Background: an optimization exercise with open tools, aiming at small area, a short achievable clock period and few clock cycles per item. Do not read the settings as production practice.
No functional check of the RTL was part of this run.
Power figures rest on the tool's default switching activity, not on a simulated workload.

==> config.mk <==
export PLATFORM = sky130hd
export DESIGN_NAME = MGU
export DESIGN_NICKNAME = MGU
export VERILOG_FILES = /design/flow/design.v
export SDC_FILE = /design/flow/constraint.sdc
export NUM_CORES = 4
export LEC_CHECK = 0
export CAP_MARGIN = 20
export CORE_AREA = 10 10 290 290
export DIE_AREA = 0 0 300 300
export PLACE_DENSITY = 0.6
export SETUP_SLACK_MARGIN = 1.0
export SLEW_MARGIN = 20
==> constraint.sdc <==
create_clock -name core_clock -period 4.0 [get_ports {clk}]
set_input_delay 0.8000 -clock core_clock [delete_from_list [all_inputs] [get_ports {clk}]]
set_output_delay 0.8000 -clock core_clock [all_outputs]
set_load 0.01 [all_outputs]
==> design.v <==
`timescale 1ns / 10ps
module MGU #(
	parameter VPropWidth   = 32,
	parameter EIndexWidth  = 32,
	parameter EDegreeWidth = 30,
	parameter DataWidth    = 512,
	parameter MsgWidth     = 64,
	parameter VMUDataWidth = 94
)(
    input 						 clk,
	input 						 resetn,
	output reg    [MsgWidth-1:0] FIFO_data_msg,
	output                       FIFO_write_msg,
    input                        FIFO_full_msg,
	input     [VMUDataWidth-1:0] FIFO_data_vmu_a,
	output                       FIFO_read_vmu_a,
	input                        FIFO_empty_vmu_a,
	input                        FIFO_read_valid_vmu_a,
	input     [VMUDataWidth-1:0] FIFO_data_vmu_b,
	output                       FIFO_read_vmu_b,
	input                        FIFO_empty_vmu_b,
	input                        FIFO_read_valid_vmu_b,
	output       [EIndexWidth-1:0] read_addr,
	input	     [DataWidth-1:0] read_data,
	output	   			         start_rd,
	input                        end_rd
);
localparam [1:0] S_RST = 2'd0, S_IDLE = 2'd1, S_WAIT = 2'd2, S_DATA = 2'd3;
reg  [1:0]  state;
reg  [30:0] prop;        
reg  [13:0] nblk;        
reg         rem1;        
reg         rem2;        
reg  [7:0]  slot;        
reg  [29:0] rem;         
reg         msg_v;       
reg         full_q;      
wire        rv  = FIFO_read_valid_vmu_a | FIFO_read_valid_vmu_b;
wire [93:0] rec = ({94{FIFO_read_valid_vmu_a}} & FIFO_data_vmu_a) |
                  ({94{FIFO_read_valid_vmu_b}} & FIFO_data_vmu_b);
wire data    = (state == S_DATA);
wire cap     = data & (~msg_v | ~full_q);    
wire newrec  = rv & state[0];                
wire nextblk = cap & slot[7] & ~rem1;
assign FIFO_write_msg = msg_v & ~full_q;
assign start_rd       = newrec | nextblk;
assign read_addr      = {12'h44a, rec[46:33] | ({14{~rv}} & nblk), 6'b000000};
wire msg_v_n = cap | (msg_v & full_q);
wire cap_n   = ~FIFO_full_msg | ~msg_v_n;
wire last_n  = (data & cap & ~slot[7] & rem2) |
               (data & ~cap & rem1) |
               ((state == S_WAIT) & end_rd & rem1);
wire want    = resetn & (((state == S_IDLE) & ~rv) | (last_n & cap_n));
assign FIFO_read_vmu_a = want & ~FIFO_empty_vmu_a;
assign FIFO_read_vmu_b = want & FIFO_empty_vmu_a & ~FIFO_empty_vmu_b;
reg [63:0] e;
integer i;
always @* begin
    e = 64'd0;
    for (i = 0; i < 8; i = i + 1)
        e = e | ({64{slot[i]}} & read_data[64*i +: 64]);
end
wire [15:0] weight   = {e[55:48], e[63:56]};
wire [32:0] neighbor = {e[8], e[23:16], e[31:24], e[39:32], e[47:40]};
reg  [15:0] gg, tt;
reg  [16:0] cc;
reg  [14:0] ones;        
integer l, k;
always @* begin
    gg = prop[15:0] & weight;
    tt = prop[15:0] | weight;
    for (l = 0; l < 4; l = l + 1)
        for (k = 0; k < 16; k = k + 1)
            if (k[l]) begin
                gg[k] = gg[k] | (tt[k] & gg[((k >> l) << l) - 1]);
                tt[k] = tt[k] & tt[((k >> l) << l) - 1];
            end
    cc = {gg, 1'b0};
    ones[0] = 1'b1;
    for (k = 1; k < 15; k = k + 1)
        ones[k] = ones[k-1] & prop[16+k-1];
end
wire [15:0] sum_lo = prop[15:0] ^ weight ^ cc[15:0];
wire [14:0] sum_hi = prop[30:16] ^ ({15{cc[16]}} & ones);
always @(posedge clk) begin
    full_q <= FIFO_full_msg;
    if (cap)
        FIFO_data_msg <= {neighbor, sum_hi, sum_lo};
    if (newrec) begin
        prop <= rec[92:62];
        nblk <= rec[46:33] + 14'd1;
        rem1 <= (rec[29:0] == 30'd1);
        rem2 <= (rec[29:0] == 30'd2);
        slot <= 8'd1 << rec[32:30];
        rem  <= rec[29:0];
    end else if (cap) begin
        rem  <= rem - 30'd1;
        slot <= {slot[6:0], slot[7]};
        rem1 <= rem2;
        rem2 <= (rem == 30'd3);
        if (slot[7]) nblk <= nblk + 14'd1;
    end
    if (~resetn) begin
        state <= S_RST;
        msg_v <= 1'b0;
    end else begin
        msg_v <= msg_v_n;
        case (state)
        S_RST:  state <= S_IDLE;
        S_IDLE: if (rv) state <= S_WAIT;
        S_WAIT: if (end_rd) state <= S_DATA;
        S_DATA: if (cap & (slot[7] | rem1)) state <= (rem1 & ~rv) ? S_IDLE : S_WAIT;
        endcase
    end
end
endmodule
==> flow/run.sh <==
#!/bin/bash
# Standard layout, except that the port buffers use the smallest buffer cell
# and synthesis leaves adders to ABC instead of mapping them to adder cells.
set -euo pipefail
export BUFFER_PORTS_ARGS="-buffer_cell sky130_fd_sc_hd__buf_1"
bash standard.sh ADDER_MAP_FILE= finish > standard_make.log 2>&1
==> standard.sh <==
#!/bin/bash
# synth_recipe.tcl (not shown) runs the flow's synth.tcl, then flattens the netlist and writes it again
# the make line also repeats each setting of config.mk as NAME=value (left out here)
make -C /OpenROAD-flow-scripts/flow DESIGN_CONFIG=/design/flow/config.mk WORK_HOME=/design/flow/orfs CLKGATE_MAP_FILE= SYNTH_SCRIPT=/design/flow/synth_recipe.tcl "${@:-finish}"
==> impl_metrics.csv <==
group,metric,value,unit
timing,fin_crit,3.25,ns
grt,grt_antenna_before_repair,55,
cts,cts.path.max_buffers,2,
synthesis,ys_types,69,
timing,tightest_slew,0.691,ns
synthesis,synth_compound_area_frac,0.305,
synthesis,netlist_area,10100,um^2
route,route.detailed.drc,0,
finish,layout_commonest_cell,"buf_1",
finish,nNetsFinal,2351,
finish,drive_above_1_share,0.118,
synthesis,muxShareOfSynthArea,0.00297,
floorplan,die-height,300,um
cts,clock-root-buffer,"clkbuf_16",
grt,grt_max_degree,64,
critical_path,crit_start,"slot[6]$_DFFE_PP_",
critical_path,reg2reg_from,"slot[6]$_DFFE_PP_",
power_and_ir_drop,p_total,5.64,mW
synthesis,yosys_warnings,1,
floorplan,io_pins,808,
grt,use_met3,0.0578,
synthesis,synthArstFlopShare,0,
timing,rsz0062_at_grt,"true",
grt,grt_pass1_vias,12016,
critical_path,reg2reg_to,"FIFO_data_msg[13]$_DFFE_PP_",
timing,fmax,0.307,GHz
power_and_ir_drop,p_per_area,368,nW/um^2
cts,clk_pin_slew_worst_paths,0.07,ns
timing,slew_headroom,0.538,
placed_design,port_buffers,637,
power_and_ir_drop,leakagePower,4.87,nW
cts,postCtsHoldBufs,0,
synthesis,synth_top_area_cell,"edfxtp_1",
finish,area_delta_synth_final,52.0,%
critical_path,arrival,3.48,ns
synthesis,netlist_top_cells_area,"edfxtp_1 (44%), a22oi_1 (16%), a22o_1 (5.0%), xnor2_1 (4.8%), nand4_1 (3.5%)",
floorplan,die_w,300,um
timing,setup_tns,0,ns
route,initialDrtViolationCount,913,
synthesis,synth_edf_count,149,
critical_path,crit_end,"FIFO_data_msg[13]$_DFFE_PP_",
floorplan,fp-row-count,102,
timing,finalSetupViolations,0,
synthesis,synth_top_family_by_area,"compound AO/OA/AOI/OAI gates",
cts,cts_tree,"done",
critical_path,critPathCaptureType,"flip-flop",
timing,finalMaxSlewViolations,0,
cts,clock_latency,0.49,ns
floorplan,initial_core_util,0.130,
synthesis,post-synth-top-area-fraction,0.443,
timing,hold_violations,0,
timing,finClkSkew,0.0184,ns
synthesis,synth-simple-area-share,0.125,
cts,htreeDepth,4,
cts,cts_num_sinks,153,
placed_design,gp_congestion,0.931,
placed_design,placed_cell_area,13800,um^2
power_and_ir_drop,ir_drop,0.000277,V
cts,numCtsBuffers,17,
route,vias,11859,
synthesis,avgSynthCellArea,10.3,um^2
critical_path,critPathRequiredTime,4.23,ns
synthesis,synth_ff_type,"edfxtp_1",
route,firstDrtPassIters,7,
grt,grt.overflow.total,0,
grt,use_met2,0.245,
critical_path,start_kind,"flip-flop",
grt,top_usage_layer,"met2",
route,ant_nets,0,
floorplan,die-area,90000,um^2
route,wire_per_inst,26.8,um
floorplan,core,77600,um^2
finish,design_area,15300,um^2
route,drt_wl_total,72800,um
status,status,"finished clean",
synthesis,seq_area_frac_synth,0.451,
synthesis,synth_xor_area_frac,0.0590,
min_path,hold_path.class,"input pin to flip-flop",
critical_path,critPathKind,"flip-flop to flip-flop",
timing,fin_crit_sh,0.813,
placed_design,detailed_place_hpwl,60800,um
grt,met1_usage,0.175,
synthesis,synth_cells,980,
critical_path,r2r_slack,0.75,ns
critical_path,cp_max_fo,4,
synthesis,synth_seq_cells,153,
critical_path,r2r_cells,11,
job,maxCapViolCount,0,
grt,grtUsageTotal,0.151,
route,viasPerCell,4.37,
synthesis,synthAdderAreaFrac,0.00793,
grt,grt_pass1_wl,94700,um
finish,mostFrequentLayoutCells,"buf_1 (634), a22oi_1 (202), edfxtp_1 (149), a22o_1 (58)",
==> cell families after synthesis <==
group | after synthesis
compound gates | 411
simple gates | 230
flops | 153
buf+inv | 105
xor+xnor | 68
fa+ha+maj | 8
mux | 3
other cells | 2
==> timing repair <==
action	in CTS	in global routing
gates resized for setup	52	47
cloned	1	2
pin swaps	17	32
setup endpoints to repair	43	41
setup buffers	27	20
==> cell type report <==
type / instances / area, um^2
Tap cell: 1040 / 1300
Timing Repair Buffer: 720 / 3300
Sequential cell: 153 / 4560
Fill cell: 8759 / 62200
Inverter: 13 / 48.8
Antenna cell: 16 / 40.0
Clock inverter: 15 / 211
Multi-Input combinational cell: 738 / 5470
Clock buffer: 17 / 425
==> stage by stage <==
step,hold slack (ns),util,setup slack [ns],std cells
floorplan,0.523,-,0.810,996
global placement,0.534,0.178,0.201,2614
detailed placement,0.542,0.178,0.179,2614
CTS,0.438,0.192,0.769,2674
global route,0.486,0.198,0.691,2703
finish,0.499,0.198,0.747,2712
==> report_power, final <==
group	internal, mW	total, mW	switching (mW)
Sequential	1.95	2.05	0.0942
Combinational	0.714	1.72	1.01
Clock	1.06	1.88	0.819
==> cell usage after synthesis, drive strengths merged (4+ instances only) <==
cell type  number
a22oi         222
edfxtp        149
nand2          59
a22o           58
buf            57
nand4          56
xnor2          55
o21ai          38
nor2           37
clkbuf         35
a21oi          20
a21o           15
nor3           13
xor2           13
inv            12
a221oi         10
nand3          10
and4            9
and2            8
maj3            8
a31oi           7
o31ai           7
o21a            6
or2             6
and3            5
a41oi           4
dfxtp           4
nor4            4
o21bai          4
or4             4
==> critical path, cell delays in order (launching register included) <==
cell and delay [ns]:
edfxtp_1 0.43, buf_4 0.18, a22oi_1 0.27, nand4_1 0.27
maj3_2 0.48, a2111oi_4 0.40, nand4b_1 0.22, buf_4 0.14
buf_6 0.12, a31oi_4 0.09, or2_1 0.23, xor2_1 0.16
==> state kept, by name, summed over array words and instances (netlist names) <==
name           cells
prop              31
nblk              14
state              2
FIFO_data_msg     64
full_q             1
rem               30
msg_v              1
rem1               1
rem2               1
slot               8
==> routing by layer <==
layer | vias to the layer above | part of all wire
met1 | 5683 | 0.40
met3 | 140 | 0.098
met5 | - | 0.0016
met4 | 18 | 0.042
met2 | 696 | 0.46
li1 | 5322 | -
==> worst min-delay path by stage <==
stage	depth (start not counted)	start	endpoint
after floorplan	2	rem2$_DFFE_PP_	rem1$_DFFE_PP_
after global routing	1	FIFO_full_msg	full_q$_DFF_P_
after global placement	1	prop[30]$_DFFE_PP_	FIFO_data_msg[30]$_DFFE_PP_
after CTS	1	FIFO_full_msg	full_q$_DFF_P_
after detailed placement	1	prop[30]$_DFFE_PP_	FIFO_data_msg[30]$_DFFE_PP_
final	1	FIFO_full_msg	full_q$_DFF_P_

re-timing with driven ports:
In the flow no input, the clock included, has a driving cell. The finished layout below was timed again as built, in two steps.
Step 1 (the two cells are an assumption about what drives the block):
set clk [get_ports {clk}]
set_driving_cell -lib_cell sky130_fd_sc_hd__clkbuf_16 $clk
set_driving_cell -lib_cell sky130_fd_sc_hd__buf_2 [delete_from_list [all_inputs] $clk]
Step 2 also shifts input and output timing later by t, the mid clock arrival at the registers, as if the neighbouring blocks saw the same clock.
Slacks: no drivers / after step 1 / after step 2; pairs: no drivers / after step 1.
shift t [ns]: 0.538
setup WS [ns]: 0.747 / 0.747 / 0.429
worst register clock-pin slew, ns: 0.08 / 0.08
pins driven straight from the clock port: 1
After both steps this run still meets setup and hold. For this run, drivers alone change the setup slack by 0.000 ns; drivers and shift together by -0.318 ns.
